What follows belongs to an exercise in optimizing a design on an open flow for small area; a production flow would make more cautious choices.
Only simulation tests tie the RTL to the original design; equivalence was not proved.
Power figures rest on the tool's default switching activity, not on a simulated workload.

==> flow/design.v, too long to show whole: its modules and the start of the top module <==
// module M65C02_Core: 8304 lines
module M65C02_Core(Rst, Clk, IRQ_Msk, xIRQ, Int, Vector, Done, SC, Mode, RMW, IntSvc, ISR, MC, MemTyp, Wait, Rdy, IO_Op, AO, DI, DO, A
, X, Y, S, P, PC, IR, OP1, OP2);
  // ...
==> flow/flow/run.sh <==
#!/bin/bash
# Layout flow: the standard flow (standard.sh, unchanged synthesis and
# steps), with the port buffers that global placement inserts on every input
# and output made from the smallest buffer, sky130_fd_sc_hd__buf_1, instead of
# the default choice.
set -o pipefail
export BUFFER_PORTS_ARGS="-buffer_cell sky130_fd_sc_hd__buf_1"
bash standard.sh > standard.log 2>&1
==> flow/standard.sh <==
#!/bin/bash
# synth_recipe.tcl (not shown) runs the flow's synth.tcl, then flattens the netlist and writes it again
# the make line also repeats each setting of config.mk as NAME=value (left out here)
make -C /OpenROAD-flow-scripts/flow DESIGN_CONFIG=/design/flow/config.mk WORK_HOME=/design/flow/orfs CLKGATE_MAP_FILE= SYNTH_SCRIPT=/design/flow/synth_recipe.tcl "${@:-finish}"
==> flow/config.mk <==
export PLATFORM = sky130hd
export DESIGN_NAME = M65C02_Core
export DESIGN_NICKNAME = M65C02_Core
export VERILOG_FILES = /design/flow/design.v
export SDC_FILE = /design/flow/constraint.sdc
export NUM_CORES = 4
export LEC_CHECK = 0
export ABC_AREA = 1
export CAP_MARGIN = 20
export CORE_MARGIN = 2
export CORE_UTILIZATION = 40
export CTS_BUF_LIST = sky130_fd_sc_hd__clkbuf_8
export SLEW_MARGIN = 20
export SYNTH_MEMORY_MAX_BITS = 32768
==> flow/constraint.sdc <==
create_clock -name core_clock -period 10.0 [get_ports {Clk}]
set_input_delay 2.0000 -clock core_clock [delete_from_list [all_inputs] [get_ports {Clk}]]
set_output_delay 2.0000 -clock core_clock [all_outputs]
set_load 0.01 [all_outputs]
==> flow_summary_export.csv, run 1 <==
group,metric,value,unit
finish,final_cell_mix,"nand2_1, inv_1, nor2_1",
finish,layout-drive-gt1-share,8.83,%
power,sw_frac_of_total,45.6,%
route,drt_iter0_drc,2271,
finish,sh_seq_area,21.5,%
logic_synthesis,syn_area_per_cell,6.23,um2
worst_hold_path,min_from,"MC[0]",
clocking,cts_tree,"yes",
global_route,met2_usage,62.6,%
finish,fin_nets,2376,
timing,skew,0.0203,ns
place,place_area,14400,um2
timing,setup_viol,0,
clocking,postCtsSetupRepairBufs,0,
outcome,status,"timing/DRC/antenna clean",
global_route,top_usage_layer,"met2",
logic_synthesis,synth_largest_area_cell,"nand2_1",
critical_path,path_buf_inv,11,
place,gp_congestion,1.05,
logic_synthesis,yosysMostFrequentCell,"nand2_1",
critical_path,cp_top_family,"simple AND/OR/NAND/NOR gates",
critical_path,critical_path.startpoint,"MPCv4_PC[3]",
finish,num-multi-input-gates,1589,
place,place_inst,2706,
timing,rsz0062_at_grt,"false",
==> inputs of run 2 (changes only) <==
==> flow/run.sh (new file) <==
#!/bin/bash
# synth_recipe.tcl (not shown) runs the flow's synth.tcl, then flattens the netlist and writes it again
# the make line also repeats each setting of config.mk as NAME=value (left out here)
make -C /OpenROAD-flow-scripts/flow DESIGN_CONFIG=/design/flow/config.mk WORK_HOME=/design/flow/orfs CLKGATE_MAP_FILE= SYNTH_SCRIPT=/design/flow/synth_recipe.tcl finish
--- a/flow/config.mk
+++ b/flow/config.mk
@@ -9,6 +9,5 @@
 export CAP_MARGIN = 20
 export CORE_MARGIN = 2
 export CORE_UTILIZATION = 40
-export CTS_BUF_LIST = sky130_fd_sc_hd__clkbuf_8
 export SLEW_MARGIN = 20
 export SYNTH_MEMORY_MAX_BITS = 32768
removed: flow/flow/run.sh
removed: flow/standard.sh
==> run 2 against run 1 <==
  * Clock power rose by 49%
  * Still clean
  * Critical path depth down 5
  * Power grew 17%
  * Critical path type unchanged
  * Utilization is 3.9 points higher
  * Largest power group is now combinational cells
  * Hold slack lost 0.0038 ns
  * Critical endpoint is now DO[7]
  * Non-clock buffer count rose by 13
  * Sequential cell count did not move
==> flow_summary_export.csv, run 2 <==
group,metric,value,unit
outcome,status,"timing/DRC/antenna clean",
power,sw_frac_of_total,40.0,%
power,power_density,129,nW/um2
finish,fillers,3479,
power,power_leakage,7.49,nW
route,vias_per_cell,6.05,
logic_synthesis,synth_common_cells,"nand2_1, inv_1, nor2_1, o21ai_0, nand3_1",
power,pwr-share-clk,31.6,%
logic_synthesis,synth_edf_count,48,
global_route,grt_max_degree,47,
floorplanning,die_width,187,um
finish,final_cell_mix,"nand2_1, inv_1, nor2_1",
clocking,cts_tree,"yes",
logic_synthesis,ys_types,67,
timing,skew,0.0200,ns
route,drt_iter0_drc,2738,
clocking,htree_levels,4,
finish,seq_area,3200,um2
floorplanning,num_rows,66,
timing,rsz0062_at_grt,"false",
power,p_switching,835,uW
clocking,cts.clk_slew.worst_paths,0.06,ns
logic_synthesis,async_flop_share,0,%
global_route,grt_pass1_vias,16029,
logic_synthesis,synth.top_cell.area_share,13.3,%
logic_synthesis,syn-num-nets,2230,
clocking,cts_resized,0,
job,max_cap_violations,0,
critical_path,arrival,7.51,ns
timing,finalHoldViolations,0,
finish,multi_input_area,8530,um2
floorplanning,start_util,40.8,%
clocking,clk_latency,0.46,ns
logic_synthesis,netlist_top_cells_area,"nand2_1, dfxtp_1, edfxtp_1",
logic_synthesis,syn_inst,2141,
logic_synthesis,yosysWarnings,1,
timing,slew_headroom,40.6,%
critical_path,worst_setup_path_start_kind,"register",
finish,syn2layout_area_growth,20.9,%
floorplanning,core,32700,um2
place,place_area,15400,um2
clocking,cts_sinks,135,
global_route,antenna_found_initial,0,
timing,fin_crit_sh,95.1,%
timing,worstMarginPinSlew,0.879,ns
place,hpwl,55000,um
timing,fmax,0.105,GHz
route,drc,0,
power,pwr-share-comb,36.3,%
logic_synthesis,yosysMostFrequentCell,"nand2_1",
finish,fin_nets,2389,
power,vdd_drop_max,0.142,mV
power,power.total,2.09,mW
timing,setup_viol,0,
route,vias,16675,
finish,layout-drive-gt1-share,9.64,%
critical_path,worstSetupPathType,"reg2out",
timing,post-route-min-period,9.51,ns
place,gp_congestion,1.04,
route,firstDrtPassIters,7,
critical_path,critPathRequiredTime,8.00,ns
logic_synthesis,syn_area,13300,um2
logic_synthesis,synth_ff_type,"dfxtp_1",
critical_path,cp_max_fo,9,
place,place_inst,2722,
critical_path,critPathCaptureType,"output port",
logic_synthesis,synth_largest_area_cell,"nand2_1",
place,port_buffers,147,
route,avgRoutedWirePerCell,25.1,um
worst_hold_path,hold_path.class,"reg2reg",
route,drt-total-wl,69100,um
global_route,overflow,0,
power,internal-power,1.25,mW
finish,final_area,16100,um2
finish,final_common_cell,"nand2_1",
clocking,cts_inserted_buffers,17,
critical_path,crit_top_cell,"inv_1",
finish,finalNonFillerCells,2756,
logic_synthesis,syn_area_per_cell,6.23,um2
floorplanning,ios,150,
route,final_antenna_net_count,0,
floorplanning,dieArea,34800,um2
critical_path,slowest_stage,"clkdlybuf4s50_1",
critical_path,cpPeakStageDelay,0.53,ns
floorplanning,die_h,187,um
clocking,cts.path.max_buffers,2,
clocking,cts_root_buffer,"clkbuf_16",
timing,fin_tns_setup,0,ns
logic_synthesis,ys_seq_area_share,23.9,%
global_route,grt_pass1_wl,103000,um
timing,slew_violations,0,
logic_synthesis,synth.ff_latch_count,135,
clocking,cts_hold_buffers,0,
clocking,postCtsSetupRepairBufs,0,
finish,reg.largest.list,"AddrGen_MAR (16), AddrGen_dPC (16), PC (16)",
power,power_frac_seq,32.2,%
global_route,grtUsageTotal,38.9,%
==> run 2: worst paths after layout <==
path | start | end | slack [ns] | cells after the start
max reg2reg | IR[0] | PC[15] | 0.82 | 56
min | MC[0] | MC[1] | 0.42 | 1
max | IR[0] | DO[7] | 0.49 | 35
min reg2reg | MC[0] | MC[1] | 0.42 | 1
==> run 2: kinds of logic after synthesis <==
family | count (synthesis) | share of synthesized area [%]
AND/OR/NAND/NOR | 1003 | 33.3
AO/OA/AOI/OAI | 511 | 22.7
buffers and inverters | 417 | 12.6
flip-flops | 135 | 23.9
adder cells (fa/ha/maj) | 60 | 6.70
XOR/XNOR | 13 | 0.854
other | 2 | 0.0563
==> run 2: power by group through the flow <==
stage | clock, mW | sequential [mW] | combinational (mW)
after floorplan | 0 | 0.658 | 0.388
after global placement | 0 | 0.681 | 0.730
after detailed placement | 0 | 0.679 | 0.724
after CTS | 0.657 | 0.668 | 0.731
after global routing | 0.680 | 0.672 | 0.804
final | 0.659 | 0.671 | 0.757
==> run 2: area by class of cell <==
class / count / area share, %
Sequential cell: 135 / 19.8
Antenna cell: 1 / 0.0155
Multi-Input combinational cell: 1589 / 52.9
Clock buffer: 18 / 2.66
Clock inverter: 14 / 0.947
Tap cell: 442 / 3.43
Inverter: 351 / 8.21
Timing Repair Buffer: 206 / 12.0
==> run 2: stage by stage <==
step	setup WS (ns)	utilization, %	hold slack (ns)
after floorplan	1.74	-	0.423
after global placement	0.651	47.2	0.396
after detailed placement	0.553	47.2	0.411
after CTS	0.111	49.0	0.427
after global routing	0.0552	49.3	0.443
final	0.487	49.3	0.420
==> run 2: critical path, delay by kind of cell, from the launching register on <==
kind / cells / cell delay (ns)
AO/OA/AOI/OAI: 3 / 0.54
adder cells (fa/ha/maj): 8 / 2.63
buffers and inverters: 11 / 1.43
flip-flops: 1 / 0.37
AND/OR/NAND/NOR: 13 / 2.05
==> run 2: routing by layer <==
metal  wire length (um)  vias to the layer above  part of all wire (%)  GRT usage [%]
li1                   -                     7461                     -              -
met1              26300                     7721                    38           49.2
met2              31000                     1248                    45           63.4
met3               7980                      245                    12           7.90
met4               3730                        0                   5.4           18.7
met5                  0                        -                     0              0
==> inputs of run 3 (changes only) <==
==> flow/flow/run.sh (new file) <==
#!/bin/bash
# Layout flow: the standard flow (standard.sh) with two changes.
#  1. Synthesis is the standard synthesis script (synth_recipe.tcl, which runs
#     ORFS's synth.tcl) except for the ABC script of its final technology
#     mapping, flow/abc_map.script: an area-oriented mapping instead of
#     ORFS's abc_area.script. Registers, flattening and renaming are those of
#     the standard synthesis.
#  2. The port buffers that global placement inserts on every input and
#     output use the smallest buffer, sky130_fd_sc_hd__buf_1.
set -euo pipefail
HERE=$(pwd)
{
  printf 'proc abc {args} {\n'
  printf '  set i [lsearch -exact $args -script]\n'
  printf '  if {$i >= 0} { lset args [expr {$i + 1}] %s/flow/abc_map.script }\n' "$HERE"
  printf '  yosys abc {*}$args\n'
  printf '}\n'
  cat synth_recipe.tcl
} > my_synth.tcl
sed -e "s#SYNTH_SCRIPT=[^ ]*#SYNTH_SCRIPT=$HERE/my_synth.tcl#" standard.sh > my_standard.sh
grep -q "SYNTH_SCRIPT=$HERE/my_synth.tcl" my_standard.sh
export BUFFER_PORTS_ARGS="-buffer_cell sky130_fd_sc_hd__buf_1"
bash my_standard.sh > standard.log 2>&1
==> flow/flow/abc_map.script (new file) <==
strash
&get -n
&dch
&nf -p -R 1000
&put
topo
==> flow/standard.sh (new file) <==
#!/bin/bash
# synth_recipe.tcl (not shown) runs the flow's synth.tcl, then flattens the netlist and writes it again
# the make line also repeats each setting of config.mk as NAME=value (left out here)
make -C /OpenROAD-flow-scripts/flow DESIGN_CONFIG=/design/flow/config.mk WORK_HOME=/design/flow/orfs CLKGATE_MAP_FILE= SYNTH_SCRIPT=/design/flow/synth_recipe.tcl "${@:-finish}"
--- a/flow/config.mk
+++ b/flow/config.mk
@@ -9,5 +9,6 @@
 export CAP_MARGIN = 20
 export CORE_MARGIN = 2
 export CORE_UTILIZATION = 40
+export CTS_BUF_LIST = sky130_fd_sc_hd__clkbuf_8
 export SLEW_MARGIN = 20
 export SYNTH_MEMORY_MAX_BITS = 32768
removed: flow/run.sh
==> run 3 against run 2 <==
  * Wire length is 13% lower
  * Cell count down 17%
  * Critical path depth up 8
  * Power shrank 21%
  * Non-clock buffer count rose by 77
  * Clock skew grew 0.0042 ns
  * Combinational power shrank 36%
  * Sequential cell count is the same
  * Synthesized area is 11% lower
  * Highest routed layer is now met5
  * Final area shrank 9.1%
==> flow_summary_export.csv, run 3 <==
group,metric,value,unit
critical_path,rr_endpoint,"PC[14]",
place,gp_congestion,1.02,
clocking,cts_inserted_buffers,17,
finish,reg.largest.list,"AddrGen_MAR (16), AddrGen_dPC (16), PC (16)",
power,power_frac_seq,39.6,%
power,pwr-share-clk,30.9,%
finish,layout-drive-gt1-share,12.3,%
critical_path,critPathCaptureType,"output port",
floorplanning,die_h,176,um
logic_synthesis,async_flop_share,0,%
timing,slew_headroom,25.1,%
timing,setup_viol,0,
global_route,grtUsageTotal,37.9,%
floorplanning,start_util,40.4,%
critical_path,cpPeakStageDelay,0.50,ns
critical_path,reg2reg_from,"MPCv4_PC[2]",
timing,rsz0062_at_grt,"true",
logic_synthesis,synth_largest_area_cell,"dfxtp_1",
logic_synthesis,syn-num-nets,1682,
route,drt-total-wl,60100,um
route,drt_iter0_drc,2025,
finish,finalCoreUtilization,49.8,%
route,firstDrtPassIters,6,
worst_hold_path,whs_path_depth,1,
timing,slew_violations,0,
global_route,antenna_found_initial,2,
clocking,htree_levels,4,
critical_path,critPathRequiredTime,8.00,ns
route,drc,0,
timing,skew,0.0242,ns
power,power_leakage,5.75,nW
logic_synthesis,syn_inst,1593,
timing,fin_crit_sh,97.6,%
global_route,grt_pass1_wl,88100,um
critical_path,cp.depth,43,
clocking,cts_sinks,135,
finish,fin_nets,1975,
critical_path,cp_top_family,"simple AND/OR/NAND/NOR gates",
route,vias_per_cell,6.56,
clocking,cts.clk_slew.worst_paths,0.08,ns
logic_synthesis,syn_area,11900,um2
power,vdd_drop_max,0.123,mV
logic_synthesis,synth.top_cell.area_share,14.7,%
logic_synthesis,synth_ff_type,"dfxtp_1",
worst_hold_path,min_from,"MC[0]",
critical_path,worstSetupPathType,"reg2out",
finish,fillers,2995,
timing,fmax,0.102,GHz
timing,worstMarginPinSlew,1.12,ns
floorplanning,ios,150,
critical_path,arrival,7.76,ns
power,internal-power,1.04,mW
global_route,grt_max_degree,79,
clocking,cts_root_buffer,"clkbuf_8",
power,p_switching,608,uW
worst_hold_path,min_to,"MC[1]",
route,avgRoutedWirePerCell,26.2,um
logic_synthesis,ys_seq_area_share,26.8,%
logic_synthesis,yosysWarnings,1,
power,sw_frac_of_total,36.9,%
timing,setup_ws,0.240,ns
route,final_antenna_net_count,0,
job,max_cap_violations,0,
timing,hold_slack,0.439,ns
logic_synthesis,netlist_top_cells_area,"dfxtp_1, edfxtp_1, nand2_1",
worst_hold_path,hold_path.class,"reg2reg",
logic_synthesis,synth_common_cells,"nand2_1, nor2_1, a21oi_1, o21ai_0",
critical_path,r2r_cells,52,
logic_synthesis,synth_edf_count,48,
floorplanning,dieArea,31100,um2
floorplanning,core,29400,um2
power,pwr-share-comb,29.5,%
global_route,overflow,0,
logic_synthesis,synth.ff_latch_count,135,
finish,final_common_cell,"nand2_1",
clocking,clk_latency,0.49,ns
place,port_buffers,147,
outcome,status,"timing/DRC/antenna clean",
finish,final_cell_mix,"nand2_1, nor2_1, buf_1",
route,vias,15013,
logic_synthesis,yosysMostFrequentCell,"nand2_1",
logic_synthesis,ys_types,65,
clocking,cts_tree,"yes",
place,dp_slack,0.120,ns
floorplanning,die_width,176,um
floorplanning,num_rows,63,
critical_path,rrSetupSlack,0.72,ns
critical_path,slowest_stage,"or4_4",
place,hpwl,46200,um
power,power.total,1.65,mW
logic_synthesis,syn_area_per_cell,7.45,um2
power,power_density,113,nW/um2
clocking,cts.path.max_buffers,2,
timing,post-route-min-period,9.76,ns
finish,syn2layout_area_growth,23.4,%
timing,finalHoldViolations,0,
critical_path,path_buf_inv,9,
global_route,grt_pass1_vias,14014,
critical_path,worst_setup_path_start_kind,"register",
critical_path,cp_max_fo,5,
critical_path,crit_top_cell,"fa_2",
[run 3: cell types whose count changed in the layout (fill, tap and decap cells not counted), sizes merged, moves of 35 or more]
cell	previous run	this run
nand2	490	211
nand2b	0	35
o21ai	225	124
buf	60	282
nand3	139	71
inv	349	9
clkdlybuf4s50	145	0
nor2	286	200
clkinv	12	86
mux2i	0	44
[run 3: worst max path at each step]
stage | start | end
after floorplan | MPCv4_PC[1] | AO[15]
after global placement | MPCv4_PC[2] | AO[15]
after detailed placement | MPCv4_PC[2] | AO[15]
after CTS | MPCv4_PC[1] | AO[15]
after global routing | MPCv4_PC[6] | AO[15]
final | MPCv4_PC[2] | AO[15]
[run 3: logic make-up (layout without fill, tap and decap cells)]
| kind of cell | after synthesis | after routing | share of synthesized area (%) |
|---|---|---|---|
| XOR/XNOR | 19 | 19 | 1.40 |
| adder cells (fa/ha/maj) | 60 | 60 | 7.52 |
| buffers and inverters | 96 | 402 | 3.32 |
| other | 2 | 3 | 0.0632 |
| flip-flops | 135 | 135 | 26.8 |
| multiplexers | 49 | 49 | 4.18 |
| AND/OR/NAND/NOR | 708 | 708 | 27.7 |
| AO/OA/AOI/OAI | 524 | 524 | 29.0 |
[run 3: power by group through the flow]
stage          clock [mW]  sequential, mW  combinational [mW]
2_1_floorplan           0           0.662               0.243
5_1_grt             0.534           0.656               0.518
4_1_cts             0.516           0.651               0.459
3_3_place_gp            0           0.663               0.454
3_5_place_dp            0           0.663               0.453
6_report            0.510           0.653               0.487
[run 3: layout make-up]
class                   instances  area (um2)  area share [%]
inverters                      87         330            2.25
well taps                     390         488            3.33
diodes                          1        2.50          0.0171
repair buffers                283        1610            11.0
flip-flops and latches        135        3190            21.8
clock inverters                15         186            1.27
multi-input cells            1362        8600            58.7
clock buffers                  17         234            1.60
[run 3: through the flow]
| stage | TNS, ns | cells | cell area, um2 |
|---|---|---|---|
| floorplan | 0 | 1593 | 11900 |
| finish | 0 | 2290 | 14700 |
| CTS | 0 | 2270 | 14300 |
| global route | -0.282 | 2289 | 14600 |
| detailed placement | 0 | 2235 | 13800 |
| global placement | 0 | 2235 | 13800 |
[run 3: timing repair]
item	in CTS	in global routing
resized for setup	15	73
setup buffers	3	18
setup endpoints to repair	7	17
pin swaps	2	18
hold buffers	0	0
endpoints found under the hold margin	0	0
[run 3: per-layer routing]
metal  GRT usage (%)  up-vias  wire length, um
met5               0        -               16
met1            48.3     7134            23700
li1                -     6619                -
met4            16.8        2             2780
met3            8.38      204             6350
met2            61.3     1054            27300

==> static timing again, ports no longer ideal <==
In the flow no input, the clock included, has a driving cell. The finished layouts below were timed again as built, in two steps. Step 1 assumes that a clkbuf_16 drives the clock port and a buf_2 every other input. Step 2 moves the port delays by t, midway between the first and last clock arrival at a register: inputs arrive t later, outputs are due t later. That takes back most of the time a late clock gives input paths. Slacks: ideal ports / drivers / drivers and shift; pairs: ideal ports / drivers.
run	shift t [ns]	setup WS [ns]	worst slew at a driven data input, ns
run 1	0.554	0.455 / 0.403 / 0.776	0.04
run 2	0.504	0.487 / 0.430 / 0.821	0.05
run 3	0.527	0.240 / 0.193 / 0.718	0.08
After both steps setup and hold are still met in every run listed.
